Source: an optimization exercise on an open RTL-to-GDS flow (aim: small area). Production flows keep margins and buffers that such runs may drop. Where RTL was checked, it was by simulation tests only, not by an equivalence proof against the original. For run 3, only the layout was checked, not whether the RTL still works. Power figures rest on the tool's default switching activity, not on a simulated workload.

File: config.mk
export PLATFORM = sky130hd
export DESIGN_NAME = Game520
export DESIGN_NICKNAME = Game520
export VERILOG_FILES = /design/flow/design.v
export SDC_FILE = /design/flow/constraint.sdc
export NUM_CORES = 4
export LEC_CHECK = 0
export CAP_MARGIN = 20
export CORE_MARGIN = 2
export CORE_UTILIZATION = 40
export SLEW_MARGIN = 20
File: constraint.sdc
create_clock -name core_clock -period 10.0 [get_ports {clk}]
set_input_delay 2.0000 -clock core_clock [delete_from_list [all_inputs] [get_ports {clk}]]
set_output_delay 2.0000 -clock core_clock [all_outputs]
set_load 0.01 [all_outputs]
File: design.v
module timebase(clk, rst, ce_1k, ce_5m, ce_4hz, t20, t2000);
	input clk, rst;
	output ce_1k;		 
	output ce_5m;		 
	output ce_4hz;		 
	output [4:0] t20;	 
	output t2000;		 
	reg [1:0] t3;
	reg [4:0] t20;
	reg [9:0] t1k;		 
	always @(posedge clk or negedge rst)
	if (!rst)
	begin
		t3 <= 2'd0;
		t20 <= 5'd0;
		t1k <= 10'd0;
	end
	else
	begin
		t3 <= (t3 == 2'd2) ? 2'd0 : t3 + 2'd1;
		if (t20 == 5'd19)
		begin
			t20 <= 5'd0;
			t1k <= (t1k == 10'h2b2) ? 10'd0 : {t1k[8:0], ~(t1k[9] ^ t1k[6])};	 
		end
		else
			t20 <= t20 + 5'd1;
	end
	wire ce_1k = (t3 == 2'd2) && (t20[1:0] == 2'd1);		 
	wire ce_5m = ~t20[0];										 
	wire ce_4hz = (t1k == 10'h0ad) && (t20 == 5'd19);	 
	assign t2000 = (t1k == 10'h1f3);	 
endmodule
module debounce (clk, rst, key, key_pulse);
	input clk, rst;
	input key;				 
	output key_pulse;		 
	reg key_rst, key_rst_pre;
	reg key_sec, key_sec_pre;
	reg [7:0] cnt;
	wire key_edge = key_rst_pre & ~key_rst;
	wire low0 = ~|cnt[6:0];
	wire fb = cnt[7] ^ cnt[5] ^ cnt[4] ^ cnt[3] ^ low0;	 
	wire last = cnt[7] & low0;		 
	assign key_pulse = key_sec_pre & ~key_sec;
	always @(posedge clk or negedge rst)
	if (!rst)
	begin
		key_rst <= 1'b1;
		key_sec <= 1'b1;
		cnt <= 8'd0;
	end
	else
	begin
		key_rst <= key;
		if (key_edge)
			cnt <= 8'd0;
		else
			cnt <= {cnt[6:0], fb};
		if (last)
			key_sec <= key;
	end
	always @(posedge clk)
	begin
		key_rst_pre <= key_rst;
		key_sec_pre <= key_sec;
	end
endmodule
module score(clk, rst, key, start, A, B, pover);
	input clk, rst, start;
	input [3:0] key;		 
	output [1:0] A, B;		 
	output pover;			 
	reg [1:0] sa, sb;
	reg pover;
	assign A = sa;
	assign B = sb;
	wire a_wins = (key == 4'd2) || (key == 4'd6) || (key == 4'd7);
	wire b_wins = (key == 4'd3) || (key == 4'd4) || (key == 4'd8);
	always @(posedge clk or negedge rst)
	if (!rst)
	begin
		sa <= 2'd0;
		sb <= 2'd0;
		pover <= 1'b0;
	end
	else
	begin
		pover <= (&sa) | (&sb);
		if (start && !pover)
		begin
			if (a_wins)
				sa <= sa + 2'd1;
			if (b_wins)
				sb <= sb + 2'd1;
		end
	end
endmodule
module round(clk, ce_1k, rst, key, ready, start, A, B, pover, col_r, col_g, row_o, rp0);
	input clk, ce_1k, rst;		 
	input [3:0] key;			 
	input ready, start;
	input [1:0] A, B;			 
	input pover;				 
	output [7:0] col_r, col_g, row_o;
	output rp0;					 
	wire a3 = &A;
	wire notover = ~a3 & ~(&B);
	reg show;
	always @(posedge clk or negedge rst)
	if (!rst)
		show <= 1'b0;
	else if (!pover)
	begin
		if (ready)
			show <= 1'b0;
		if (start && !show)
			show <= 1'b1;
	end
	reg [2:0] rp;			 
	reg [3:0] ph;
	reg [10:0] x;
	reg [4:0] id;
	reg [2:0] rs;
	wire [10:0] x1 = x + 11'd1;
	assign row_o = ~(8'h01 << rp);
	assign rp0 = rp[0];
	function [3:0] pid;
		input [3:0] n;
		case (n)
		4'd0: pid = 4'd1;
		4'd1: pid = 4'd2;
		4'd2: pid = 4'd3;
		4'd3: pid = 4'd4;		 
		4'd4: pid = 4'd5;		 
		4'd5: pid = 4'd6;		 
		4'd6: pid = 4'd7;		 
		4'd7: pid = 4'd5;		 
		4'd8: pid = 4'd8;		 
		4'd9: pid = 4'd8;		 
		4'd10: pid = 4'd9;		 
		4'd11: pid = 4'd10;	 
		4'd12: pid = 4'd7;		 
		default: pid = 4'd0;
		endcase
	endfunction
	always @(posedge clk or negedge rst)
	if (!rst)
	begin
		rp <= 3'd0;
		ph <= 4'd0;
		x <= 11'd0;
		id <= 5'd0;
		rs <= 3'd0;
	end
	else if (ce_1k)
	begin
		rp <= rp + 3'd1;
		if (ph == 4'd8)
		begin
			if (!show)
			begin
				id <= 5'd0;
				x <= 11'd1;
			end
			else if (|x)
			begin
				id <= {1'b1, key};
				rs <= rp;
				x <= x1;
			end
			else if (notover)
				x <= 11'd1;
			else if (pover)
			begin
				id <= {1'b0, pid(ph)};
				rs <= rp;
				x <= 11'd1;
				ph <= 4'd9;
			end
		end
		else if (ph == 4'd13)
			id <= 5'd11;
		else
		begin
			id <= {1'b0, pid(ph)};
			rs <= rp;
			if (x == 11'd500)
			begin
				x <= {10'd0, ph == 4'd7};
				ph <= ph + 4'd1;
			end
			else
				x <= x1;
		end
	end
	function [63:0] pict;	 
		input [3:0] n;
		case (n)
		4'd1: pict = 64'h00_00_00_e7_e7_e7_e7_00;
		4'd2: pict = 64'h00_00_00_24_c3_c3_24_00;
		4'd3: pict = 64'h00_00_00_42_e7_e7_42_00;
		4'd4: pict = 64'h3c_3c_c3_c3_30_0c_c3_c3;	 
		4'd5: pict = 64'hff_18_18_18_18_18_18_ff;	 
		4'd6: pict = 64'h18_c3_c3_7e_7e_24_24_18;	 
		4'd7: pict = 64'h3f_e3_73_3b_1f_3f_c3_c3;	 
		4'd8: pict = 64'h3c_3c_3c_c3_c3_c3_c3_3c;	 
		4'd9: pict = 64'h81_18_18_3c_24_66_42_c3;	 
		4'd10: pict = 64'hff_ff_ff_03_3f_3f_03_ff;	 
		default: pict = 64'h0;
		endcase
	endfunction
	function [15:0] res;
		input [3:0] k;
		input mid;
		case (k)
		4'd1: res = mid ? 16'h00e7 : 16'h00e7;
		4'd2: res = mid ? 16'h03e0 : 16'h04e0;
		4'd3: res = mid ? 16'he007 : 16'he002;
		4'd4: res = mid ? 16'hc007 : 16'h2007;
		4'd5: res = mid ? 16'h00c3 : 16'h0024;
		4'd6: res = mid ? 16'h07c0 : 16'h0220;
		4'd7: res = mid ? 16'h07e0 : 16'h0740;
		4'd8: res = mid ? 16'he003 : 16'h4004;
		4'd9: res = mid ? 16'h00e7 : 16'h0042;
		default: res = 16'h0000;
		endcase
	endfunction
	wire [63:0] pic_bits = pict(id[3:0]);
	wire [7:0] prow = pic_bits[{rs, 3'b000} +: 8];
	wire rows14 = (rs == 3'd1) || (rs == 3'd4);
	wire rows23 = (rs == 3'd2) || (rs == 3'd3);
	wire [15:0] rrow = (rows14 | rows23) ? res(id[3:0], rows23) : 16'h0000;
	reg [15:0] cols;
	always @*
		if (id[4])
			cols = rrow;
		else if (id[3:0] == 4'd11)
			cols = a3 ? 16'h0ff0 : 16'hf00f;
		else
			cols = {prow, prow};
	assign col_r = cols[15:8];
	assign col_g = cols[7:0];
endmodule
module segment(clk, ce_1k, rst, rp0, A, B, DIG, Y);
	input clk, ce_1k, rst;
	input rp0;				 
	input [1:0] A, B;		 
	output [7:0] DIG, Y;
	reg seg_on;
	reg [1:0] sc;
	always @(posedge clk or negedge rst)
	if (!rst)
		seg_on <= 1'b0;
	else if (ce_1k)
		seg_on <= 1'b1;
	always @(posedge clk)
	if (ce_1k)
		sc <= rp0 ? B : A;
	reg [7:0] yseg;
	always @*
		case (sc)
		2'd0: yseg = 8'h3f;
		2'd1: yseg = 8'h06;
		2'd2: yseg = 8'h5b;
		default: yseg = 8'h4f;
		endcase
	assign DIG = seg_on ? (rp0 ? 8'hef : 8'hdf) : 8'hff;
	assign Y = seg_on ? yseg : 8'hff;
endmodule
module lcd_1602_driver(clk, rst, t20, t2000, A, B, lcd_en, lcd_rw, lcd_rs, lcd_data);
	input clk, rst;
	input [4:0] t20;		 
	input t2000;			 
	input [1:0] A, B;		 
	output lcd_en, lcd_rw, lcd_rs;
	output [7:0] lcd_data;
	reg [5:0] cs;
	reg [1:0] dig;			 
	wire lcd_idle = (cs == 6'd0);
	wire lcd_go = ~lcd_idle | t2000;		 
	wire lcd_write = lcd_go & (t20 == 5'd18);
	assign lcd_en = ~(lcd_go & (t20 >= 5'd9) & (t20 <= 5'd18));
	assign lcd_rw = 1'b0;
	assign lcd_rs = cs[5];
	always @(posedge clk or negedge rst)
	if (!rst)
		cs <= 6'd0;
	else if (lcd_write)
	begin
		if (cs[5])
		begin
			if (&cs[3:0])
				cs <= {5'b00011, ~cs[4]};
			else
				cs <= cs + 6'd1;
		end
		else if (cs == 6'd6)
			cs <= 6'd32;
		else if (cs == 6'd7)
			cs <= 6'd48;
		else
			cs <= cs + 6'd1;
	end
	always @(posedge clk)
	if ((t20 == 5'd17) && cs[5] && (cs[3:0] == 4'd10))
		dig <= cs[4] ? B : A;
	reg [7:0] lcd_d;
	always @*
		if (cs[5])
			case (cs[3:0])
			4'd0: lcd_d = 8'h50;		 
			4'd1: lcd_d = 8'h6c;		 
			4'd2: lcd_d = 8'h61;		 
			4'd3: lcd_d = 8'h79;		 
			4'd4: lcd_d = 8'h65;		 
			4'd5: lcd_d = 8'h72;		 
			4'd7: lcd_d = cs[4] ? 8'h42 : 8'h41;	 
			4'd9: lcd_d = 8'h3a;		 
			4'd11: lcd_d = {6'b001100, dig};
			default: lcd_d = 8'h20;
			endcase
		else
			case (cs[2:0])
			3'd1: lcd_d = 8'h38;
			3'd2: lcd_d = 8'h08;
			3'd3: lcd_d = 8'h01;
			3'd4: lcd_d = 8'h06;
			3'd5: lcd_d = 8'h0c;
			3'd6: lcd_d = 8'h80;
			3'd7: lcd_d = 8'hc0;
			default: lcd_d = 8'h00;
			endcase
	assign lcd_data = lcd_d;
endmodule
module beep(clk, rst, ce_5m, ce_4hz, speaker);
	input clk, rst;
	input ce_5m, ce_4hz;		 
	output speaker;
	reg [5:0] len;
	reg beat1;				 
	reg [13:0] tc;			 
	reg aud;
	assign speaker = aud;
	reg [3:0] note;
	always @*
		case (len)
		6'd0: note = 4'd6;
		6'd1: note = 4'd0;
		6'd2: note = 4'd10;
		6'd3: note = 4'd6;
		6'd4: note = 4'd5;
		6'd5: note = 4'd6;
		6'd6: note = 4'd6;
		6'd7: note = 4'd9;
		6'd8: note = 4'd9;
		6'd9: note = 4'd10;
		6'd10: note = 4'd9;
		6'd11: note = 4'd5;
		6'd12: note = 4'd3;
		6'd13: note = 4'd5;
		6'd14: note = 4'd5;
		6'd15: note = 4'd5;
		6'd16: note = 4'd5;
		6'd17: note = 4'd3;
		6'd18: note = 4'd5;
		6'd19: note = 4'd5;
		6'd20: note = 4'd3;
		6'd21: note = 4'd5;
		6'd22: note = 4'd5;
		6'd23: note = 4'd5;
		6'd24: note = 4'd5;
		6'd25: note = 4'd9;
		6'd26: note = 4'd8;
		6'd27: note = 4'd8;
		6'd28: note = 4'd7;
		6'd29: note = 4'd8;
		6'd30: note = 4'd8;
		6'd31: note = 4'd8;
		6'd32: note = 4'd8;
		6'd33: note = 4'd9;
		6'd34: note = 4'd10;
		6'd35: note = 4'd6;
		6'd36: note = 4'd5;
		6'd37: note = 4'd6;
		6'd38: note = 4'd6;
		6'd39: note = 4'd6;
		6'd40: note = 4'd9;
		6'd41: note = 4'd10;
		6'd42: note = 4'd9;
		6'd43: note = 4'd5;
		6'd44: note = 4'd3;
		6'd45: note = 4'd8;
		6'd46: note = 4'd5;
		6'd47: note = 4'd5;
		6'd48: note = 4'd5;
		6'd49: note = 4'd5;
		6'd50: note = 4'd3;
		6'd51: note = 4'd5;
		6'd52: note = 4'd5;
		6'd53: note = 4'd3;
		6'd54: note = 4'd5;
		6'd55: note = 4'd5;
		6'd56: note = 4'd5;
		6'd57: note = 4'd9;
		6'd58: note = 4'd8;
		6'd59: note = 4'd8;
		6'd60: note = 4'd6;
		6'd61: note = 4'd6;
		6'd62: note = 4'd6;
		6'd63: note = 4'd6;
		default: note = 4'd0;
		endcase
	reg [13:0] org;
	always @*
		case (note)
		4'd3: org = 14'h0adc;	 
		4'd5: org = 14'h1ee1;	 
		4'd6: org = 14'h076f;	 
		4'd7: org = 14'h38a1;	 
		4'd8: org = 14'h2502;	 
		4'd9: org = 14'h24e5;	 
		default: org = 14'h1ed4;	 
		endcase
	wire rest = (len == 6'd1) || ((len == 6'd0) && !beat1);
	always @(posedge clk or negedge rst)
	if (!rst)
	begin
		len <= 6'd0;
		beat1 <= 1'b0;
		tc <= 14'd0;
		aud <= 1'b0;
	end
	else
	begin
		if (ce_4hz)
		begin
			len <= len + 6'd1;
			beat1 <= 1'b1;
		end
		if (ce_5m)
		begin
			if (rest)
				aud <= 1'b0;
			else if (tc == 14'h1456)	 
			begin
				tc <= org;
				aud <= ~aud;
			end
			else
				tc <= {tc[12:0], ~(tc[13] ^ tc[12])};
		end
	end
endmodule
module Game520(clk, rst, row, r_col, g_col, led,
	btn1_i, btn2_i, btn3_i, ready_i, start_i, btn6_i, btn7_i, btn8_i,
	DIG, Y, lcd_en, lcd_rw, lcd_rs, lcd_data, speaker);
	input clk, rst;						 
	input btn1_i, btn2_i, btn3_i, btn6_i, btn7_i, btn8_i;		 
	input ready_i, start_i;				 
	output [7:0] row, r_col, g_col;	 
	output [7:0] led;						 
	output [7:0] DIG, Y;					 
	output       lcd_en ;				 
	output       lcd_rw ;				 
	output       lcd_rs ;				 
	output [7:0] lcd_data;				 
	output speaker;						 
	wire ce_1k, ce_5m, ce_4hz, t2000;
	wire [4:0] t20;
	timebase tb0(clk, rst, ce_1k, ce_5m, ce_4hz, t20, t2000);
	wire btn1, btn2, btn3, btn6, btn7, btn8, ready, start;
	debounce u2(clk, rst, btn1_i, btn1);
	debounce u3(clk, rst, btn2_i, btn2);
	debounce u4(clk, rst, btn3_i, btn3);
	debounce u5(clk, rst, btn6_i, btn6);
	debounce u6(clk, rst, btn7_i, btn7);
	debounce u7(clk, rst, btn8_i, btn8);
	debounce u8(clk, rst, ready_i, ready);
	debounce u9(clk, rst, start_i, start);
	reg btn;					 
	reg [1:0] ca, cb;		 
	wire [1:0] A, B;		 
	wire pover;
	wire notover = ~(&A) & ~(&B);
	assign led = {ca == 2'd1, ca == 2'd2, ca == 2'd3, ~btn, btn,
		cb == 2'd1, cb == 2'd2, cb == 2'd3};
	reg [3:0] key;
	always @*
	begin
		case (ca)
		2'd2: key = 4'd3;
		2'd3: key = 4'd6;
		default: key = 4'd0;
		endcase
		if (cb == 2'd0)
			key = 4'd0;
		else
			key = key + {2'b00, cb};
	end
	always @(posedge clk or negedge rst)
	if (!rst)
	begin
		btn <= 1'b0;
		ca <= 2'd0;
		cb <= 2'd0;
	end
	else
	begin
		if (notover)
		begin
			if (ready)
				btn <= 1'b1;
			if (start)
				btn <= 1'b0;
		end
		if (ready)
		begin
			ca <= 2'd0;
			cb <= 2'd0;
		end
		if (btn)
		begin
			if (btn1)
				ca <= 2'd1;
			else if (btn2)
				ca <= 2'd2;
			else if (btn3)
				ca <= 2'd3;
			if (btn6)
				cb <= 2'd1;
			else if (btn7)
				cb <= 2'd2;
			else if (btn8)
				cb <= 2'd3;
		end
	end
	wire rp0;
	score s1(clk, rst, key, start, A, B, pover);
	round r1(clk, ce_1k, rst, key, ready, start, A, B, pover, r_col, g_col, row, rp0);
	segment sg(clk, ce_1k, rst, rp0, A, B, DIG, Y);
	lcd_1602_driver l1(clk, rst, t20, t2000, A, B, lcd_en, lcd_rw, lcd_rs, lcd_data);
	beep b1(clk, rst, ce_5m, ce_4hz, speaker);
endmodule
File: run.sh
#!/bin/bash
# synth_recipe.tcl (not shown) runs the flow's synth.tcl, then flattens the netlist and writes it again
# the make line also repeats each setting of config.mk as NAME=value (left out here)
make -C /OpenROAD-flow-scripts/flow DESIGN_CONFIG=/design/flow/config.mk WORK_HOME=/design/flow/orfs CLKGATE_MAP_FILE= SYNTH_SCRIPT=/design/flow/synth_recipe.tcl finish
==> results.cfg, run 1 <==
[synth]
ys_ff_latch = 183
synth_ff_type = dfrtp_1
netlist_instances = 1141
yosysWarnings = 8
synth_cell_types = 96
syn_avg_cell_area_sq_um = 9.345
synth_seq_area_share_pct = 42.57
synth-async-reset-ratio_pct = 89.07
synth-edff-count = 4
synth_area_sq_um = 10660

[clock_network]
clock_latency_ps = 430
cts_buffers = 17
tritoncts = yes
htreeDepth = 4
clk_pin_slew_ps = 80
cts_resized = 0
cts-root-buf = clkbuf_16
cts_sinks = 183
hold_buffers = 0
postCtsSetupRepairBufs = 0
clockBufferDepth = 2

[drt]
via_per_inst = 5.460
initialDrtViolationCount = 499
wl_um = 22940
drc = 0
wire_per_inst_um = 15.24
first_pass_iters = 23
drtAntennaViolNets = 0
vias = 8218

[run]
cap_violations = 0

[final_layout]
multi_input_area_sq_um = 5579
drive_gt1_share_pct = 8.462
fin_area_sq_um = 11980
area_growth_pct = 12.32
fin_nets = 1214
n_antenna_cell = 0
regArea_sq_um = 4539
fillerInstances = 2497

[sta]
fin_setup_tns_ps = 0
slew_headroom_pct = 40.04
hold_slack_ps = 404.2
hold_viol = 0
worst_pin_slew_ps = 899.3
setup_viol = 0
fmax_mhz = 173.3
fin_crit_ps = 5771
rsz0062_at_grt = no
drv_slew = 0
period_share_pct = 57.71
fin_worst_skew_ps = 8.202
fin_ws_ps = 4229

[critical_path]
r2r_slack_ps = 7180
slowest_stage = ha_1
path_max_fanout = 22
crit_type = register to output port
cpMostUsedCell = nor2_1
required_ps = 8000
cp-start-kind = register
end_kind = output port
worstPathArrival_ps = 3770
worstPathCellList = inv_1 > ha_1 > nor2_1 > a221oi_1 > o221ai_1 > a211oi_1 > nor2_1 > o21ai_1 > clkdlybuf4s50_1
slowest_delay_ps = 690

[global_route]
track_usage_pct = 16.96
grt_pass1_vias = 7814
overflow = 0
antenna_found_initial = 0
grt_pass1_wl_um = 39820
grt_max_degree = 100

[die]
die_w_um = 167.3
die-area_sq_um = 27980
core.rowCount = 59
core_area_sq_um = 26130
pin_count = 70
dieHeight_um = 167.3
initial_utilization_pct = 40.80

[placement]
place_area_sq_um = 11370
pre_cts_ws_ps = 4751
place_hpwl_um = 16050
gp_congestion = 0.8711
io_buffers = 61

[power_and_ir_drop]
power_density_nw_per_um2 = 171.3
power_w = 0.002051
leakage_nw = 4.933
peakVddDrop_mv = 0.1232

[worst_hold_path]
hold_class = register to register

[status]
status = complete, no violations
worst paths after layout:
kind	start	end	depth (start not counted)
hold / removal	u3.key_rst	u3.key_rst_pre	0
setup reg to reg	ca[1]	s1.sb[1]	11
setup / recovery	r1.id[0]	r_col[1]	9
min in group asynchronous	rst	u6.cnt[1]	1
max in group asynchronous	rst	r1.x[10]	2
hold reg to reg	u3.key_rst	u3.key_rst_pre	0
critical path: cells and delay by family, from the launching register on:
kind | cells | cell delay [ps]
AOI/OAI and AO/OA | 4 | 1100
buffers and inverters | 2 | 740
adders and majority gates | 1 | 690
DFF | 1 | 490
and+or+nand+nor | 2 | 300
metal layers:
metal | vias up | part of all wire (%) | track usage, %
met5 | - | 0 | 0
met4 | 0 | 1.2 | 5.104
met3 | 21 | 4.2 | 2.978
met2 | 191 | 44 | 25.44
met1 | 3925 | 51 | 25.03
li1 | 4081 | - | -
where the power goes:
part | internal, W | leakage, nW | switching [W]
Clock | 0.000361 | 0.292 | 0.000321
Sequential | 0.000879 | 2.27 | 0.000101
Combinational | 0.000202 | 2.37 | 0.000187
flip-flops by register name (all words and copies together) (netlist names), 4 cells and up:
signal / cells
tb0.t20: 5
u7.cnt: 8
r1.id: 5
u9.cnt: 8
r1.ph: 4
u8.cnt: 8
l1.cs: 6
tb0.t1k: 10
u6.cnt: 8
r1.x: 11
u2.cnt: 8
u5.cnt: 8
u3.cnt: 8
b1.len: 6
b1.tc: 14
u4.cnt: 8
synthesized netlist by cell type, drive strengths merged, types with 17 or more instances:
library cell    n  share of area (%)
and2           71                4.2
mux2           22                2.3
a21oi          62                3.0
a211oi         23                1.7
nor3           25                1.2
mux2i          17                1.6
nand2          90                3.2
nand2b         39                2.3
buf            34                2.1
o21ai          66                3.1
clkbuf         39                1.4
nor2           94                3.3
xnor2          32                2.6
nand3          22                1.0
nor4           19                1.3
dfrtp         147                 34
inv            51                1.8
o22ai          17                1.0
ha             46                5.4
cells by family after synthesis:
| family | after synthesis | synth area share (%) |
|---|---|---|
| buf+inv | 126 | 5.316 |
| mux | 39 | 3.919 |
| simple gates | 436 | 22.04 |
| fa+ha+maj | 47 | 5.586 |
| xor+xnor | 36 | 3.028 |
| other cells | 2 | 0.07043 |
| compound gates | 272 | 17.47 |
| flops | 183 | 42.57 |
cell usage in the layout (no fill, tap or decap), types with 10 or more instances in the layout:
cell | Yosys | layout
a211oi_1 | 22 | 22
a21oi_1 | 61 | 61
a31oi_1 | 13 | 13
and2_1 | 71 | 71
clkbuf_16 | 0 | 17
clkdlybuf4s50_1 | 0 | 60
dfrtp_1 | 147 | 147
dfstp_2 | 16 | 16
dfxtp_1 | 16 | 16
ha_1 | 46 | 46
inv_1 | 51 | 51
mux2_2 | 21 | 21
mux2i_1 | 17 | 17
nand2_1 | 89 | 89
nand2b_1 | 39 | 39
nand3_1 | 22 | 22
nand4_1 | 10 | 10
nor2_1 | 94 | 94
nor2b_1 | 14 | 14
nor3_1 | 24 | 24
nor3b_1 | 11 | 11
nor4_1 | 18 | 18
o211ai_1 | 16 | 16
o21ai_0 | 61 | 61
o22ai_1 | 17 | 17
xnor2_1 | 32 | 32
cell type report:
type,count,share of cell area [%]
clock inverter,15,1.504
timing repair buffer,64,5.297
sequential,183,37.90
multi-input combinational,838,46.58
tap,335,3.500
inverter,53,1.661
clock buffer,17,3.552
metrics by stage:
step | util, % | instances
2_1_floorplan | - | 1147
3_3_place_gp | 43.51 | 1473
3_5_place_dp | 43.51 | 1473
4_1_cts | 45.83 | 1505
5_1_grt | 45.83 | 1505
6_report | 45.83 | 1505
==> run 2, diff against run 1 <==
==> flow/run.sh (new file) <==
#!/bin/bash
# Layout flow: the standard synthesis, then the combinational logic
# between the registers is mapped again with a stronger ABC script (the
# registers, their names and cell types are kept as the standard synthesis
# made them), then the standard layout from floorplan to finish.
# Each tool's output goes to a log file of its own in this folder.
set -euo pipefail
work=$(pwd)
res=$work/orfs/results/$FLOW_PLATFORM/Game520/base
yosys_bin=$FLOW_HOME/../tools/install/yosys/bin/yosys
lib=$FLOW_HOME/platforms/$FLOW_PLATFORM/lib/sky130_fd_sc_hd__tt_025C_1v80.lib

# 1. standard synthesis
bash standard.sh "$res/1_2_yosys.v" > "$work/flow_1_synth.log" 2>&1
cp "$res/1_2_yosys.v" "$work/standard_1_2_yosys.v"

# 2. map the combinational logic again
dontuse=$(grep -o -- "-dont_use [A-Za-z0-9_]*" "$work/orfs/logs/$FLOW_PLATFORM/Game520/base/1_2_yosys.log" | sort -u | tr '\n' ' ')
abc_script=$(tr -d '\n' < "$work/flow/abc.script" | sed 's/[&#]/\\&/g')
sed -e "s#@LIB@#$lib#g" -e "s#@NET@#$work/standard_1_2_yosys.v#g" \
    -e "s#@OUT@#$res/1_2_yosys.v#g" -e "s#@MID@#$work/resynth_mid.v#g" -e "s#@TOP@#$FLOW_TOP#g" \
    -e "s#@DONTUSE@#$dontuse#g" -e "s#@ABC@#$abc_script#g" \
    "$work/flow/resynth.ys" > "$work/resynth.ys"
"$yosys_bin" -s "$work/resynth.ys" > "$work/flow_2_resynth.log" 2>&1

# 3. standard layout on the new netlist
bash standard.sh > "$work/flow_3_layout.log" 2>&1
test -f "$work/out/final.def"
==> flow/abc.script (new file) <==
strash;&get,-n;&deepsyn,-T,60;&dch;&nf,-R,1000;&put
==> flow/resynth.ys (new file) <==
# Combinational cells are read as their logic functions and flattened away;
# the flip-flop cells stay as they are (black boxes keep their instances,
# names and types). ABC maps the logic between them again.
read_liberty -ignore_miss_func @LIB@
blackbox sky130_fd_sc_hd__df* sky130_fd_sc_hd__edf* sky130_fd_sc_hd__sdf*
read_verilog @NET@
hierarchy -top @TOP@
flatten
opt_clean -purge
opt
abc -liberty @LIB@ @DONTUSE@ -script +@ABC@
opt_clean -purge
write_verilog -noattr @MID@
# read the mapped netlist back against the library's cells, then finish it
# as the standard synthesis does (tie cells, buffers for pass-through wires)
design -reset
read_liberty -lib -ignore_miss_dir -setattr blackbox @LIB@
read_verilog @MID@
hierarchy -top @TOP@
splitnets
opt_clean -purge
hilomap -singleton -hicell sky130_fd_sc_hd__conb_1 HI -locell sky130_fd_sc_hd__conb_1 LO
insbuf -buf sky130_fd_sc_hd__buf_4 A X
check -assert
stat -liberty @LIB@
write_verilog -noattr -nohex -nodec @OUT@
==> standard.sh (new file) <==
#!/bin/bash
# synth_recipe.tcl (not shown) runs the flow's synth.tcl, then flattens the netlist and writes it again
# the make line also repeats each setting of config.mk as NAME=value (left out here)
make -C /OpenROAD-flow-scripts/flow DESIGN_CONFIG=/design/flow/config.mk WORK_HOME=/design/flow/orfs CLKGATE_MAP_FILE= SYNTH_SCRIPT=/design/flow/synth_recipe.tcl "${@:-finish}"
removed: run.sh
==> run 2 against run 1 <==
Compared with the run above:
- hold slack got worse by 2.3 ps
- combinational power fell by about 20%
- synthesized cell count fell by 26%
- global-route usage fell by 0.43 points
- clock skew rose by 6.0 ps
- sequential share of layout area rose by 7.9 points
==> results.cfg, run 2 <==
[status]
status = complete, no violations

[placement]
pre_cts_ws_ps = 4773
place_hpwl_um = 11960
io_buffers = 61
gp_congestion = 0.8891
place_area_sq_um = 9335

[synth]
synth_area_sq_um = 8411
yosysWarnings = 8
netlist_instances = 847
syn_avg_cell_area_sq_um = 9.930

[sta]
slew_headroom_pct = 37.72
hold_viol = 0
fin_worst_skew_ps = 14.17
worst_pin_slew_ps = 934.2
fin_setup_tns_ps = 0
rsz0062_at_grt = no
fin_crit_ps = 5707
setup_viol = 0
period_share_pct = 57.07
fmax_mhz = 175.2
fin_ws_ps = 4293
drv_slew = 0

[die]
dieHeight_um = 149.0
die-area_sq_um = 22200
core.rowCount = 53
initial_utilization_pct = 40.39
pin_count = 70
core_area_sq_um = 20820
die_w_um = 149.0

[drt]
wire_per_inst_um = 14.16
initialDrtViolationCount = 294
vias = 6259
drtAntennaViolNets = 0
via_per_inst = 5.160
first_pass_iters = 5
drc = 0
wl_um = 17180

[clock_network]
hold_buffers = 0
cts_resized = 0
cts-root-buf = clkbuf_16
htreeDepth = 4
postCtsSetupRepairBufs = 0
cts_sinks = 183
clockBufferDepth = 2
tritoncts = yes
clk_pin_slew_ps = 70
cts_buffers = 17
clock_latency_ps = 430

[critical_path]
startpoint = r1.rs[1]
worstReg2RegStart = r1.x[4]
end_kind = output port
worstPathArrival_ps = 3710
cp-start-kind = register
crit_type = register to output port
required_ps = 8000
path_max_fanout = 17

[final_layout]
largest_registers = b1.tc x14, r1.x x11, tb0.t1k x10
drive_gt1_share_pct = 5.224
largest_reg_flops = 14
fin_area_sq_um = 9905
fillerInstances = 1959
top_register = b1.tc
area_growth_pct = 17.76
final_cell_mix = dfrtp_1 (147), nor2_1 (88), nand2_1 (75)
n_antenna_cell = 0
fin_util_pct = 47.57
final_common_cell = dfrtp_1
fin_nets = 935

[worst_hold_path]
hold_class = register to register
hold_start = u9.key_rst

[power_and_ir_drop]
leakage_nw = 4.157
comb_power_share_pct = 16.3
pwr-share-seq_pct = 50.1
internal_power_w = 0.001388
power_density_nw_per_um2 = 194.0
pwr-share-clk_pct = 33.6
peakVddDrop_mv = 0.1596
sw_frac_of_total_pct = 27.79
power_w = 0.001922
p_sw_w = 0.0005340

[global_route]
grt_pass1_wl_um = 29730
grt_pass1_vias = 5966
track_usage_pct = 16.53
overflow = 0
antenna_found_initial = 0
grt_max_degree = 106

[run]
cap_violations = 0
==> run 2: area by class of cell <==
cell class / instances / area (sq um) / area share (%)
clock buffers: 21 / 450.4 / 4.548
clock inverters: 11 / 118.9 / 1.200
inverters: 24 / 90.09 / 0.9096
multi-input cells: 636 / 3735 / 37.71
flip-flops and latches: 183 / 4539 / 45.83
well taps: 275 / 344.1 / 3.474
repair buffers: 63 / 626.9 / 6.329
==> run 2: worst max-delay path, stage by stage (launching register included) <==
cell	delay, ps
dfrtp_1	560
or2_0	420
o31ai_1	220
o21ai_0	160
a32oi_1	310
nor3_1	100
a22oi_1	230
nor2_1	100
o211a_1	240
a22oi_1	180
nand2_1	90
or2_0	190
clkdlybuf4s50_1	480
==> run 2: routing by layer <==
metal	up-vias	wire (um)	global-route usage [%]
li1	3147	-	-
met1	2956	8405	23.24
met2	133	7760	25.44
met3	23	727	3.089
met4	0	287	6.429
met5	-	0	0
==> run 2: worst paths after layout <==
path	slack, ps	cells past startpoint	endpoint
hold reg to reg	400	0	u9.key_rst_pre
min in group asynchronous	1650	1	tb0.t20[3]
setup / recovery	4290	12	g_col[6]
hold / removal	400	0	u9.key_rst_pre
max in group asynchronous	6980	2	u7.cnt[0]
setup reg to reg	6480	11	r1.x[8]
==> run 2: metrics by stage <==
stage / instances / hold WS (ps)
CTS: 1213 / 404.9
finish: 1213 / 401.9
global route: 1213 / 407.4
detailed placement: 1181 / 396.8
floorplan: 853 / 391.3
global placement: 1181 / 393.3
==> run 2: power by group through the flow <==
stage | Sequential, W | Combinational, W | Clock [W]
after CTS | 0.000966 | 0.000319 | 0.000662
final | 0.000963 | 0.000313 | 0.000645
after global routing | 0.000985 | 0.000358 | 0.000698
after floorplan | 0.000950 | 0.000227 | 0
after global placement | 0.000978 | 0.000310 | 0
after detailed placement | 0.000978 | 0.000315 | 0
==> run 3, diff against run 2 <==
--- a/design.v
+++ b/design.v
@@ -31,39 +31,39 @@
 	wire ce_4hz = (t1k == 10'h0ad) && (t20 == 5'd19);	 
 	assign t2000 = (t1k == 10'h1f3);	 
 endmodule
-module debounce (clk, rst, key, key_pulse);
+module debounce (clk, rst, run, key, key_pulse);
 	input clk, rst;
+	input run;				 
 	input key;				 
 	output key_pulse;		 
 	reg key_rst, key_rst_pre;
-	reg key_sec, key_sec_pre;
+	reg nkey_sec, nkey_sec_pre;		 
 	reg [7:0] cnt;
 	wire key_edge = key_rst_pre & ~key_rst;
 	wire low0 = ~|cnt[6:0];
 	wire fb = cnt[7] ^ cnt[5] ^ cnt[4] ^ cnt[3] ^ low0;	 
-	wire last = cnt[7] & low0;		 
-	assign key_pulse = key_sec_pre & ~key_sec;
+	wire last = run & cnt[7] & low0;		 
+	assign key_pulse = ~nkey_sec_pre & nkey_sec;
 	always @(posedge clk or negedge rst)
 	if (!rst)
 	begin
 		key_rst <= 1'b1;
-		key_sec <= 1'b1;
-		cnt <= 8'd0;
+		nkey_sec <= 1'b0;
 	end
 	else
 	begin
 		key_rst <= key;
-		if (key_edge)
-			cnt <= 8'd0;
-		else
-			cnt <= {cnt[6:0], fb};
 		if (last)
-			key_sec <= key;
+			nkey_sec <= ~key;
 	end
 	always @(posedge clk)
 	begin
+		if (key_edge | ~run)
+			cnt <= {7'd0, ~run};
+		else
+			cnt <= {cnt[6:0], fb};
 		key_rst_pre <= key_rst;
-		key_sec_pre <= key_sec;
+		nkey_sec_pre <= nkey_sec;
 	end
 endmodule
 module score(clk, rst, key, start, A, B, pover);
@@ -119,10 +119,10 @@
 	end
 	reg [2:0] rp;			 
 	reg [3:0] ph;
-	reg [10:0] x;
+	reg [10:0] x;			 
 	reg [4:0] id;
-	reg [2:0] rs;
-	wire [10:0] x1 = x + 11'd1;
+	reg h;
+	wire [10:0] x1 = {x[9:0], x[10] ^ x[8] ^ ~|x[9:0]};	 
 	assign row_o = ~(8'h01 << rp);
 	assign rp0 = rp[0];
 	function [3:0] pid;
@@ -151,11 +151,12 @@
 		ph <= 4'd0;
 		x <= 11'd0;
 		id <= 5'd0;
-		rs <= 3'd0;
+		h <= 1'b0;
 	end
 	else if (ce_1k)
 	begin
 		rp <= rp + 3'd1;
+		h <= 1'b0;
 		if (ph == 4'd8)
 		begin
 			if (!show)
@@ -166,26 +167,28 @@
 			else if (|x)
 			begin
 				id <= {1'b1, key};
-				rs <= rp;
 				x <= x1;
 			end
 			else if (notover)
+			begin
 				x <= 11'd1;
+				h <= 1'b1;
+			end
 			else if (pover)
 			begin
 				id <= {1'b0, pid(ph)};
-				rs <= rp;
 				x <= 11'd1;
 				ph <= 4'd9;
 			end
+			else
+				h <= 1'b1;
 		end
 		else if (ph == 4'd13)
 			id <= 5'd11;
 		else
 		begin
 			id <= {1'b0, pid(ph)};
-			rs <= rp;
-			if (x == 11'd500)
+			if (x == 11'h44c)	 
 			begin
 				x <= {10'd0, ph == 4'd7};
 				ph <= ph + 4'd1;
@@ -227,9 +230,11 @@
 		endcase
 	endfunction
 	wire [63:0] pic_bits = pict(id[3:0]);
+	wire [2:0] rs = rp - 3'd1;				 
+	wire [2:0] rr = rp - {2'b01, h} + 3'd1;	 
 	wire [7:0] prow = pic_bits[{rs, 3'b000} +: 8];
-	wire rows14 = (rs == 3'd1) || (rs == 3'd4);
-	wire rows23 = (rs == 3'd2) || (rs == 3'd3);
+	wire rows14 = (rr == 3'd1) || (rr == 3'd4);
+	wire rows23 = (rr == 3'd2) || (rr == 3'd3);
 	wire [15:0] rrow = (rows14 | rows23) ? res(id[3:0], rows23) : 16'h0000;
 	reg [15:0] cols;
 	always @*
@@ -275,66 +280,61 @@
 	input [1:0] A, B;		 
 	output lcd_en, lcd_rw, lcd_rs;
 	output [7:0] lcd_data;
-	reg [5:0] cs;
+	reg row;
+	reg [4:0] k;
 	reg [1:0] dig;			 
-	wire lcd_idle = (cs == 6'd0);
+	wire lcd_idle = (k == 5'd0);
 	wire lcd_go = ~lcd_idle | t2000;		 
 	wire lcd_write = lcd_go & (t20 == 5'd18);
+	wire chars = (k >= 5'd7);
 	assign lcd_en = ~(lcd_go & (t20 >= 5'd9) & (t20 <= 5'd18));
 	assign lcd_rw = 1'b0;
-	assign lcd_rs = cs[5];
+	assign lcd_rs = chars;
 	always @(posedge clk or negedge rst)
 	if (!rst)
-		cs <= 6'd0;
+	begin
+		row <= 1'b0;
+		k <= 5'd0;
+	end
 	else if (lcd_write)
 	begin
-		if (cs[5])
+		if (k == 5'd22)
 		begin
-			if (&cs[3:0])
-				cs <= {5'b00011, ~cs[4]};
-			else
-				cs <= cs + 6'd1;
+			k <= 5'd6;
+			row <= ~row;
 		end
-		else if (cs == 6'd6)
-			cs <= 6'd32;
-		else if (cs == 6'd7)
-			cs <= 6'd48;
 		else
-			cs <= cs + 6'd1;
+			k <= k + 5'd1;
 	end
 	always @(posedge clk)
-	if ((t20 == 5'd17) && cs[5] && (cs[3:0] == 4'd10))
-		dig <= cs[4] ? B : A;
+	if ((t20 == 5'd17) && (k == 5'd17))
+		dig <= row ? B : A;
 	reg [7:0] lcd_d;
 	always @*
-		if (cs[5])
-			case (cs[3:0])
-			4'd0: lcd_d = 8'h50;		 
-			4'd1: lcd_d = 8'h6c;		 
-			4'd2: lcd_d = 8'h61;		 
-			4'd3: lcd_d = 8'h79;		 
-			4'd4: lcd_d = 8'h65;		 
-			4'd5: lcd_d = 8'h72;		 
-			4'd7: lcd_d = cs[4] ? 8'h42 : 8'h41;	 
-			4'd9: lcd_d = 8'h3a;		 
-			4'd11: lcd_d = {6'b001100, dig};
-			default: lcd_d = 8'h20;
-			endcase
-		else
-			case (cs[2:0])
-			3'd1: lcd_d = 8'h38;
-			3'd2: lcd_d = 8'h08;
-			3'd3: lcd_d = 8'h01;
-			3'd4: lcd_d = 8'h06;
-			3'd5: lcd_d = 8'h0c;
-			3'd6: lcd_d = 8'h80;
-			3'd7: lcd_d = 8'hc0;
-			default: lcd_d = 8'h00;
-			endcase
+		case (k)
+		5'd1: lcd_d = 8'h38;
+		5'd2: lcd_d = 8'h08;
+		5'd3: lcd_d = 8'h01;
+		5'd4: lcd_d = 8'h06;
+		5'd5: lcd_d = 8'h0c;
+		5'd6: lcd_d = row ? 8'hc0 : 8'h80;	 
+		5'd7: lcd_d = 8'h50;		 
+		5'd8: lcd_d = 8'h6c;		 
+		5'd9: lcd_d = 8'h61;		 
+		5'd10: lcd_d = 8'h79;		 
+		5'd11: lcd_d = 8'h65;		 
+		5'd12: lcd_d = 8'h72;		 
+		5'd14: lcd_d = row ? 8'h42 : 8'h41;	 
+		5'd16: lcd_d = 8'h3a;		 
+		5'd18: lcd_d = {6'b001100, dig};
+		5'd13, 5'd15, 5'd17, 5'd19, 5'd20, 5'd21, 5'd22: lcd_d = 8'h20;
+		default: lcd_d = 8'h00;
+		endcase
 	assign lcd_data = lcd_d;
 endmodule
-module beep(clk, rst, ce_5m, ce_4hz, speaker);
+module beep(clk, rst, run, ce_5m, ce_4hz, speaker);
 	input clk, rst;
+	input run;					 
 	input ce_5m, ce_4hz;		 
 	output speaker;
 	reg [5:0] len;
@@ -428,7 +428,6 @@
 	begin
 		len <= 6'd0;
 		beat1 <= 1'b0;
-		tc <= 14'd0;
 		aud <= 1'b0;
 	end
 	else
@@ -442,15 +441,21 @@
 		begin
 			if (rest)
 				aud <= 1'b0;
-			else if (tc == 14'h1456)	 
-			begin
-				tc <= org;
+			else if (tc_end)
 				aud <= ~aud;
-			end
-			else
-				tc <= {tc[12:0], ~(tc[13] ^ tc[12])};
 		end
 	end
+	wire tc_end = (tc == 14'h1456);	 
+	always @(posedge clk)
+	if (!run)
+		tc <= 14'd0;
+	else if (ce_5m && !rest)
+	begin
+		if (tc_end)
+			tc <= org;
+		else
+			tc <= {tc[12:0], ~(tc[13] ^ tc[12])};
+	end
 endmodule
 module Game520(clk, rst, row, r_col, g_col, led,
 	btn1_i, btn2_i, btn3_i, ready_i, start_i, btn6_i, btn7_i, btn8_i,
@@ -470,14 +475,20 @@
 	wire [4:0] t20;
 	timebase tb0(clk, rst, ce_1k, ce_5m, ce_4hz, t20, t2000);
 	wire btn1, btn2, btn3, btn6, btn7, btn8, ready, start;
-	debounce u2(clk, rst, btn1_i, btn1);
-	debounce u3(clk, rst, btn2_i, btn2);
-	debounce u4(clk, rst, btn3_i, btn3);
-	debounce u5(clk, rst, btn6_i, btn6);
-	debounce u6(clk, rst, btn7_i, btn7);
-	debounce u7(clk, rst, btn8_i, btn8);
-	debounce u8(clk, rst, ready_i, ready);
-	debounce u9(clk, rst, start_i, start);
+	reg run;
+	always @(posedge clk or negedge rst)
+	if (!rst)
+		run <= 1'b0;
+	else
+		run <= 1'b1;
+	debounce u2(clk, rst, run, btn1_i, btn1);
+	debounce u3(clk, rst, run, btn2_i, btn2);
+	debounce u4(clk, rst, run, btn3_i, btn3);
+	debounce u5(clk, rst, run, btn6_i, btn6);
+	debounce u6(clk, rst, run, btn7_i, btn7);
+	debounce u7(clk, rst, run, btn8_i, btn8);
+	debounce u8(clk, rst, run, ready_i, ready);
+	debounce u9(clk, rst, run, start_i, start);
 	reg btn;					 
 	reg [1:0] ca, cb;		 
 	wire [1:0] A, B;		 
@@ -540,5 +551,5 @@
 	round r1(clk, ce_1k, rst, key, ready, start, A, B, pover, r_col, g_col, row, rp0);
 	segment sg(clk, ce_1k, rst, rp0, A, B, DIG, Y);
 	lcd_1602_driver l1(clk, rst, t20, t2000, A, B, lcd_en, lcd_rw, lcd_rs, lcd_data);
-	beep b1(clk, rst, ce_5m, ce_4hz, speaker);
+	beep b1(clk, rst, run, ce_5m, ce_4hz, speaker);
 endmodule
--- a/flow/run.sh
+++ b/flow/run.sh
@@ -23,6 +23,8 @@
     "$work/flow/resynth.ys" > "$work/resynth.ys"
 "$yosys_bin" -s "$work/resynth.ys" > "$work/flow_2_resynth.log" 2>&1
 
-# 3. standard layout on the new netlist
-bash standard.sh > "$work/flow_3_layout.log" 2>&1
+# 3. standard layout on the new netlist, with the ports buffered by the
+# smallest buffer and a clock tree of smaller buffers (flow/layout.args)
+mapfile -t layout_args < <(grep -v '^#' "$work/flow/layout.args" | grep .)
+bash standard.sh "${layout_args[@]}" finish > "$work/flow_3_layout.log" 2>&1
 test -f "$work/out/final.def"
==> flow/layout.args (new file) <==
# one make variable per line, passed to standard.sh for the layout steps
BUFFER_PORTS_ARGS=-buffer_cell sky130_fd_sc_hd__buf_1
CTS_ARGS=-sink_clustering_enable -repair_clock_nets -dont_use_dummy_load -buf_list sky130_fd_sc_hd__clkbuf_8 -root_buf sky130_fd_sc_hd__clkbuf_16
==> run 3 against run 2 <==
Compared with the run above:
- maximum frequency down 16%
- critical path type unchanged
- flip-flop and latch count is 1 lower
- sequential power down about 20%
- still clean on timing, DRC and antenna
- synthesized cell count grew 4.1%
- hold slack improved by 2.6 ps
- non-clock buffer count up 1
==> results.cfg, run 3 <==
[die]
die_w_um = 146.1
initial_utilization_pct = 41.07
dieHeight_um = 146.1
die-area_sq_um = 21330
pin_count = 70
core.rowCount = 51
core_area_sq_um = 19650

[final_layout]
area_growth_pct = 9.780
fillerInstances = 1956
final_cell_mix = nand2_1 (99), dfxtp_1 (94), o21ai_0 (79)
largest_registers = b1.tc x14, r1.x x11, tb0.t1k x10
largest_reg_flops = 14
fin_util_pct = 45.09
final_common_cell = nand2_1
n_antenna_cell = 0
fin_nets = 972
top_register = b1.tc
drive_gt1_share_pct = 3.125

[sta]
slew_headroom_pct = 42.13
drv_slew = 0
fin_worst_skew_ps = 37.43
worst_pin_slew_ps = 861.4
hold_viol = 0
fmax_mhz = 147.3
fin_ws_ps = 3210
period_share_pct = 67.90
rsz0062_at_grt = no
setup_viol = 0
fin_crit_ps = 6790
fin_setup_tns_ps = 0

[global_route]
grt_pass1_wl_um = 29000
overflow = 0
antenna_found_initial = 0
track_usage_pct = 16.32
grt_max_degree = 69
grt_pass1_vias = 5861

[placement]
gp_congestion = 0.8999
io_buffers = 61
place_hpwl_um = 12070
pre_cts_ws_ps = 3695

[clock_network]
hold_buffers = 0
cts_resized = 0
clockBufferDepth = 2
cts_buffers = 17
cts_sinks = 182
postCtsSetupRepairBufs = 0
htreeDepth = 4
cts-root-buf = clkbuf_16
clock_latency_ps = 390
tritoncts = yes
clk_pin_slew_ps = 100

[power_and_ir_drop]
leakage_nw = 3.496
peakVddDrop_mv = 0.08828
power_density_nw_per_um2 = 135.9

[synth]
synth_area_sq_um = 8073
yosysWarnings = 8
netlist_instances = 882
syn_avg_cell_area_sq_um = 9.153

[critical_path]
worstReg2RegStart = r1.x[8]
r2r_end = r1.x[0]
reg2regPathDepth = 9
crit_type = register to output port
worstPathArrival_ps = 4790
cp-start-kind = register
r2r_slack_ps = 7040
startpoint = r1.id[0]
required_ps = 8000
path_max_fanout = 15
critical_path.endpoint = r_col[5]
end_kind = output port

[drt]
vias = 6309
drtAntennaViolNets = 0
drc = 0
wl_um = 16770
via_per_inst = 5.150
wire_per_inst_um = 13.69
first_pass_iters = 4
initialDrtViolationCount = 262

[worst_hold_path]
hold_start = u4.nkey_sec
hold_class = register to register

[status]
status = complete, no violations

[run]
cap_violations = 0
-- run 3: layer usage --
layer	wire, um	part of all wire, %	track usage (%)	up-vias
li1	-	-	-	3238
met1	8411	50	23.54	2894
met2	7263	43	24.43	156
met3	838	5.0	3.656	21
met4	254	1.5	5.146	0
met5	0	0	0	-
-- run 3: through the flow --
step	power, W	std cells	instance area, sq um	hold WS (ps)
6_report	0.001204	1225	8862	404.5
5_1_grt	0.001263	1225	8862	417.1
4_1_cts	0.001222	1225	8862	412.6
3_5_place_dp	0.0008401	1208	8617	389.1
3_3_place_gp	0.0008392	1208	8617	383.0
2_1_floorplan	0.0008175	889	8099	367.0
-- run 3: area by class of cell --
type	count	area (sq um)	share of cell area, %
Timing Repair Buffer	64	255.2	2.880
Clock buffer	17	245.2	2.767
Multi-Input combinational cell	667	3804	42.92
Tap cell	265	331.6	3.741
Sequential cell	182	4114	46.42
Inverter	30	112.6	1.271
-- run 3: how the worst min path moves through the flow --
stage	to	slack (ps)	cells past startpoint
after floorplan	u2.nkey_sec_pre	370	0
after global placement	u5.nkey_sec_pre	380	0
after detailed placement	u5.nkey_sec_pre	390	0
after CTS	u6.key_rst_pre	410	0
after global routing	u6.key_rst_pre	420	0
final	u4.nkey_sec_pre	400	0
-- run 3: report_power, final --
group	switching (W)	internal, W	total, W	leakage, nW
clock network	0.000219	0.000161	0.000380	0.127
logic	0.0000364	0.0000216	0.0000580	1.52
registers	0.0000140	0.000752	0.000766	1.85
total	0.000269	0.000935	0.00120	3.50
-- run 3: worst max-delay path: stages (launching register included) --
cell and delay (ps):
dfrtp_1 650, clkinv_1 230, nand2_1 150, nor3b_1 70, a21oi_1 190, a21oi_1 60, o21ai_0 250, nor3_1 80
a221o_1 300, nor4_1 540, nor2_1 80, o21ai_0 170, o211ai_1 160, a21o_1 200, o21ai_0 240, o21ai_0 160
or2_0 240, a21oi_1 260, or3_1 150, nand3_1 70, buf_1 140
==> run 4, diff against run 3 <==
--- a/design.v
+++ b/design.v
@@ -66,17 +66,18 @@
 		nkey_sec_pre <= nkey_sec;
 	end
 endmodule
-module score(clk, rst, key, start, A, B, pover);
+module score(clk, rst, ca, cb, start, A, B, pover);
 	input clk, rst, start;
-	input [3:0] key;		 
+	input [1:0] ca, cb;		 
 	output [1:0] A, B;		 
 	output pover;			 
 	reg [1:0] sa, sb;
 	reg pover;
 	assign A = sa;
 	assign B = sb;
-	wire a_wins = (key == 4'd2) || (key == 4'd6) || (key == 4'd7);
-	wire b_wins = (key == 4'd3) || (key == 4'd4) || (key == 4'd8);
+	wire [1:0] a = (ca == 2'd0) ? 2'd1 : ca;
+	wire a_wins = ((a == 2'd1) && (cb == 2'd2)) || ((a == 2'd2) && (cb == 2'd3)) || ((a == 2'd3) && (cb == 2'd1));
+	wire b_wins = ((a == 2'd1) && (cb == 2'd3)) || ((a == 2'd2) && (cb == 2'd1)) || ((a == 2'd3) && (cb == 2'd2));
 	always @(posedge clk or negedge rst)
 	if (!rst)
 	begin
@@ -217,15 +218,18 @@
 		input [3:0] k;
 		input mid;
 		case (k)
-		4'd1: res = mid ? 16'h00e7 : 16'h00e7;
-		4'd2: res = mid ? 16'h03e0 : 16'h04e0;
-		4'd3: res = mid ? 16'he007 : 16'he002;
-		4'd4: res = mid ? 16'hc007 : 16'h2007;
-		4'd5: res = mid ? 16'h00c3 : 16'h0024;
-		4'd6: res = mid ? 16'h07c0 : 16'h0220;
-		4'd7: res = mid ? 16'h07e0 : 16'h0740;
-		4'd8: res = mid ? 16'he003 : 16'h4004;
-		4'd9: res = mid ? 16'h00e7 : 16'h0042;
+		4'd1: res = mid ? 16'h00e7 : 16'h00e7;	 
+		4'd2: res = mid ? 16'h03e0 : 16'h04e0;	 
+		4'd3: res = mid ? 16'he007 : 16'he002;	 
+		4'd5: res = mid ? 16'h00e7 : 16'h00e7;	 
+		4'd6: res = mid ? 16'h03e0 : 16'h04e0;	 
+		4'd7: res = mid ? 16'he007 : 16'he002;	 
+		4'd9: res = mid ? 16'hc007 : 16'h2007;	 
+		4'd10: res = mid ? 16'h00c3 : 16'h0024;	 
+		4'd11: res = mid ? 16'h07c0 : 16'h0220;	 
+		4'd13: res = mid ? 16'h07e0 : 16'h0740;	 
+		4'd14: res = mid ? 16'he003 : 16'h4004;	 
+		4'd15: res = mid ? 16'h00e7 : 16'h0042;	 
 		default: res = 16'h0000;
 		endcase
 	endfunction
@@ -496,19 +500,6 @@
 	wire notover = ~(&A) & ~(&B);
 	assign led = {ca == 2'd1, ca == 2'd2, ca == 2'd3, ~btn, btn,
 		cb == 2'd1, cb == 2'd2, cb == 2'd3};
-	reg [3:0] key;
-	always @*
-	begin
-		case (ca)
-		2'd2: key = 4'd3;
-		2'd3: key = 4'd6;
-		default: key = 4'd0;
-		endcase
-		if (cb == 2'd0)
-			key = 4'd0;
-		else
-			key = key + {2'b00, cb};
-	end
 	always @(posedge clk or negedge rst)
 	if (!rst)
 	begin
@@ -547,8 +538,8 @@
 		end
 	end
 	wire rp0;
-	score s1(clk, rst, key, start, A, B, pover);
-	round r1(clk, ce_1k, rst, key, ready, start, A, B, pover, r_col, g_col, row, rp0);
+	score s1(clk, rst, ca, cb, start, A, B, pover);
+	round r1(clk, ce_1k, rst, {ca, cb}, ready, start, A, B, pover, r_col, g_col, row, rp0);
 	segment sg(clk, ce_1k, rst, rp0, A, B, DIG, Y);
 	lcd_1602_driver l1(clk, rst, t20, t2000, A, B, lcd_en, lcd_rw, lcd_rs, lcd_data);
 	beep b1(clk, rst, run, ce_5m, ce_4hz, speaker);
==> flow/abc.script (replaced) <==
strash;&get,-n;&deepsyn,-T,60;&put;strash;dch;map,-a;&get,-n;&dch;&nf,-R,1000;&put
==> flow/layout.args (replaced) <==
# one make variable per line, passed to standard.sh for the layout steps
BUFFER_PORTS_ARGS=-buffer_cell sky130_fd_sc_hd__buf_1
CTS_ARGS=-sink_clustering_enable -repair_clock_nets -dont_use_dummy_load -buf_list "sky130_fd_sc_hd__clkbuf_4 sky130_fd_sc_hd__clkbuf_8" -root_buf sky130_fd_sc_hd__clkbuf_8
--- a/config.mk
+++ b/config.mk
@@ -7,5 +7,6 @@
 export LEC_CHECK = 0
 export CAP_MARGIN = 20
 export CORE_MARGIN = 2
-export CORE_UTILIZATION = 40
+export CORE_UTILIZATION = 65
+export PLACE_DENSITY = 0.75
 export SLEW_MARGIN = 20
==> run 4 against run 3 <==
Compared with the run above:
- the run now fails in clock tree synthesis (4_1_cts)
- synthesized area down 1.2%
- synthesized cell count decreased by 2.0%
==> results.cfg, run 4 <==
[status]
status = stopped before the end
haltStage = clock tree synthesis (4_1_cts)
toolErrorMsg = [ERROR STA-0564] clock_tree_synthesis positional arguments not supported.

[placement]
io_buffers = 61
gp_congestion = 0.8697
place_area_sq_um = 8357
pre_cts_ws_ps = 2988
place_hpwl_um = 12240

[die]
die_w_um = 114.8
pin_count = 70
core.rowCount = 40
dieHeight_um = 114.8
initial_utilization_pct = 66.39

[synth]
yosysWarnings = 8
netlist_instances = 864
syn_avg_cell_area_sq_um = 9.229
synth_area_sq_um = 7974
run 4: worst max path at each step:
stage              from  slack (ps)        to  cells past startpoint
2_1_floorplan  r1.rp[0]        3810  g_col[2]                     23
3_3_place_gp   r1.id[0]        3100  g_col[2]                     23
3_5_place_dp   r1.id[0]        2990  g_col[2]                     23
run 4: stage by stage:
step | instances | util [%]
2_1_floorplan | 871 | -
3_3_place_gp | 1071 | 69.57
3_5_place_dp | 1071 | 69.57
run 4: power by group through the flow:
stage | Clock [W] | Combinational (W) | Sequential [W]
2_1_floorplan | 0 | 0.0000407 | 0.000777
3_3_place_gp | 0 | 0.0000536 | 0.000781
3_5_place_dp | 0 | 0.0000565 | 0.000782
==> run 5, diff against run 4 <==
==> flow/layout.args (replaced) <==
# one make variable per line, passed to standard.sh for the layout steps
BUFFER_PORTS_ARGS=-buffer_cell sky130_fd_sc_hd__buf_1
CTS_ARGS=-sink_clustering_enable -repair_clock_nets -dont_use_dummy_load -buf_list sky130_fd_sc_hd__clkbuf_8 -root_buf sky130_fd_sc_hd__clkbuf_8
==> run 5 against run 4 <==
Compared with the run above:
- synthesized area unchanged
- synthesized cell count unchanged
- now clean on timing, DRC and antenna
==> results.cfg, run 5 <==
[clock_network]
postCtsSetupRepairBufs = 0
cts-root-buf = clkbuf_8
cts_buffers = 17
htreeDepth = 4
clockBufferDepth = 2
clock_latency_ps = 460
cts_sinks = 182
tritoncts = yes
cts_resized = 0
hold_buffers = 0
clk_pin_slew_ps = 90

[final_layout]
n_antenna_cell = 0
fin_nets = 953
fin_area_sq_um = 8602
largest_reg_flops = 14
drive_gt1_share_pct = 3.188
top_register = b1.tc
area_growth_pct = 7.877
largest_registers = b1.tc x14, r1.x x11, tb0.t1k x10
final_common_cell = nand2_1
final_cell_mix = nand2_1 (119), dfxtp_1 (94), nor2_1 (80)

[sta]
rsz0062_at_grt = no
fin_setup_tns_ps = 0
fin_crit_ps = 7649
fin_worst_skew_ps = 28.58
hold_viol = 0
setup_viol = 0
slew_headroom_pct = 40.58
period_share_pct = 76.49
drv_slew = 0
fmax_mhz = 130.7
hold_slack_ps = 384.6
worst_pin_slew_ps = 883.2

[critical_path]
end_kind = output port
slowest_stage = dfrtp_1
worstPathCellList = nand2_1 > a32oi_1 > nand3_1 > o21ai_0 > a21oi_1 > a21oi_1 > a21oi_1 > a22oi_1 > xnor2_1 > a21oi_1 > a31oi_1 > a21oi_1 > nor4bb_1 > a211oi_1 > a21oi_1 > or3_1 > o21ai_0 > clkinv_1 > o21ai_0 > nor3_1 > a221oi_1 > nor2_1 > buf_1
cp-start-kind = register
worstReg2RegStart = tb0.t20[0]
crit_type = register to output port
path_max_fanout = 21
required_ps = 8000
worstPathArrival_ps = 5650
startpoint = r1.id[0]
slowest_delay_ps = 820
cpMostUsedCell = a21oi_1

[global_route]
overflow = 0
grt_max_degree = 85
antenna_found_initial = 0
grt_pass1_vias = 6182
track_usage_pct = 26.95
grt_pass1_wl_um = 28500

[drt]
wl_um = 17140
wire_per_inst_um = 15.76
vias = 6592
via_per_inst = 6.059
initialDrtViolationCount = 593
drc = 0
first_pass_iters = 6
drtAntennaViolNets = 0

[die]
die-area_sq_um = 13170
core.rowCount = 40
pin_count = 70
initial_utilization_pct = 66.39
dieHeight_um = 114.8
core_area_sq_um = 12010
die_w_um = 114.8

[power_and_ir_drop]
power_density_nw_per_um2 = 138.1
leakage_nw = 3.592
peakVddDrop_mv = 0.1441
power_w = 0.001188

[worst_hold_path]
hold_class = register to register
hold_start = u2.key_rst

[synth]
syn_avg_cell_area_sq_um = 9.229
netlist_instances = 864
yosysWarnings = 8
synth_area_sq_um = 7974

[placement]
gp_congestion = 0.8697
io_buffers = 61
place_area_sq_um = 8357
place_hpwl_um = 12240

[run]
cap_violations = 0

[status]
status = complete, no violations
run 5: through the flow:
step | cells | setup WS (ps) | utilization (%)
after floorplan | 871 | 3807 | -
after global placement | 1071 | 3101 | 69.57
after detailed placement | 1071 | 2988 | 69.57
after CTS | 1088 | 2478 | 71.52
after global routing | 1088 | 1770 | 71.61
final | 1088 | 2351 | 71.61
run 5: layout make-up:
cell class                      count  area (sq um)
Sequential cell                   182          4115
Multi-Input combinational cell    653          3720
Fill cell                         883          3410
Timing Repair Buffer               63         251.5
Clock buffer                       17         234.0
Tap cell                          147         183.9
Inverter                           26         97.59
run 5: worst max-delay path: cells and delay by family, from the launching register on:
| family | cells | cell delay, ps |
|---|---|---|
| AOI/OAI and AO/OA | 14 | 2900 |
| xor gates and xnor gates | 1 | 130 |
| buffers and inverters | 2 | 230 |
| DFF | 1 | 820 |
| and+or+nand+nor | 6 | 1130 |
run 5: layer usage:
metal  vias up  track usage [%]  part of all wire (%)
li1       3189                -                     -
met1      3150            35.51                    45
met2       219            44.14                    48
met3        34            5.271                   5.3
met4         0            11.16                   2.0
met5         -                0                     0
run 5: path summary, 6_finish.rpt:
path | end | slack (ps) | cells after the start
max | g_col[2] | 2350 | 23
min | u2.key_rst_pre | 380 | 0
max reg2reg | b1.len[5] | 7170 | 6
min reg2reg | u2.key_rst_pre | 380 | 0
max in group asynchronous | run | 7730 | 2
min in group asynchronous | tb0.t1k[5] | 1690 | 2
run 5: power breakdown:
group	total (W)	switching, W	internal [W]
combinational	0.0000565	0.0000349	0.0000216
clock	0.000364	0.000214	0.000150
sequential	0.000767	0.0000158	0.000751
total	0.00119	0.000265	0.000923

afterwards: timing with drivers on the ports:
The results above use ideal ports. As a check the final layouts listed here were re-extracted and re-timed, cells and wires unchanged. Step 1: set_driving_cell puts a clkbuf_16 on clk and a buf_2 on each other input, an assumption about the parent block. Step 2 also shifts input and output timing later by t, the mid clock arrival at the registers, as if the neighbouring blocks saw the same clock. a / b / c = ideal / step 1 / step 2; a / b = the first two.
run	t, ns	slack for setup (ns)	latest minus earliest clock arrival (ns)
run 1	0.468	4.229 / 4.184 / 4.652	0.013 / 0.012
run 2	0.471	4.293 / 4.247 / 4.717	0.015 / 0.015
run 3	0.416	3.210 / 3.166 / 3.582	0.046 / 0.046
run 5	0.481	2.351 / 2.314 / 2.794	0.029 / 0.029
After both steps setup and hold are still met in every run listed.
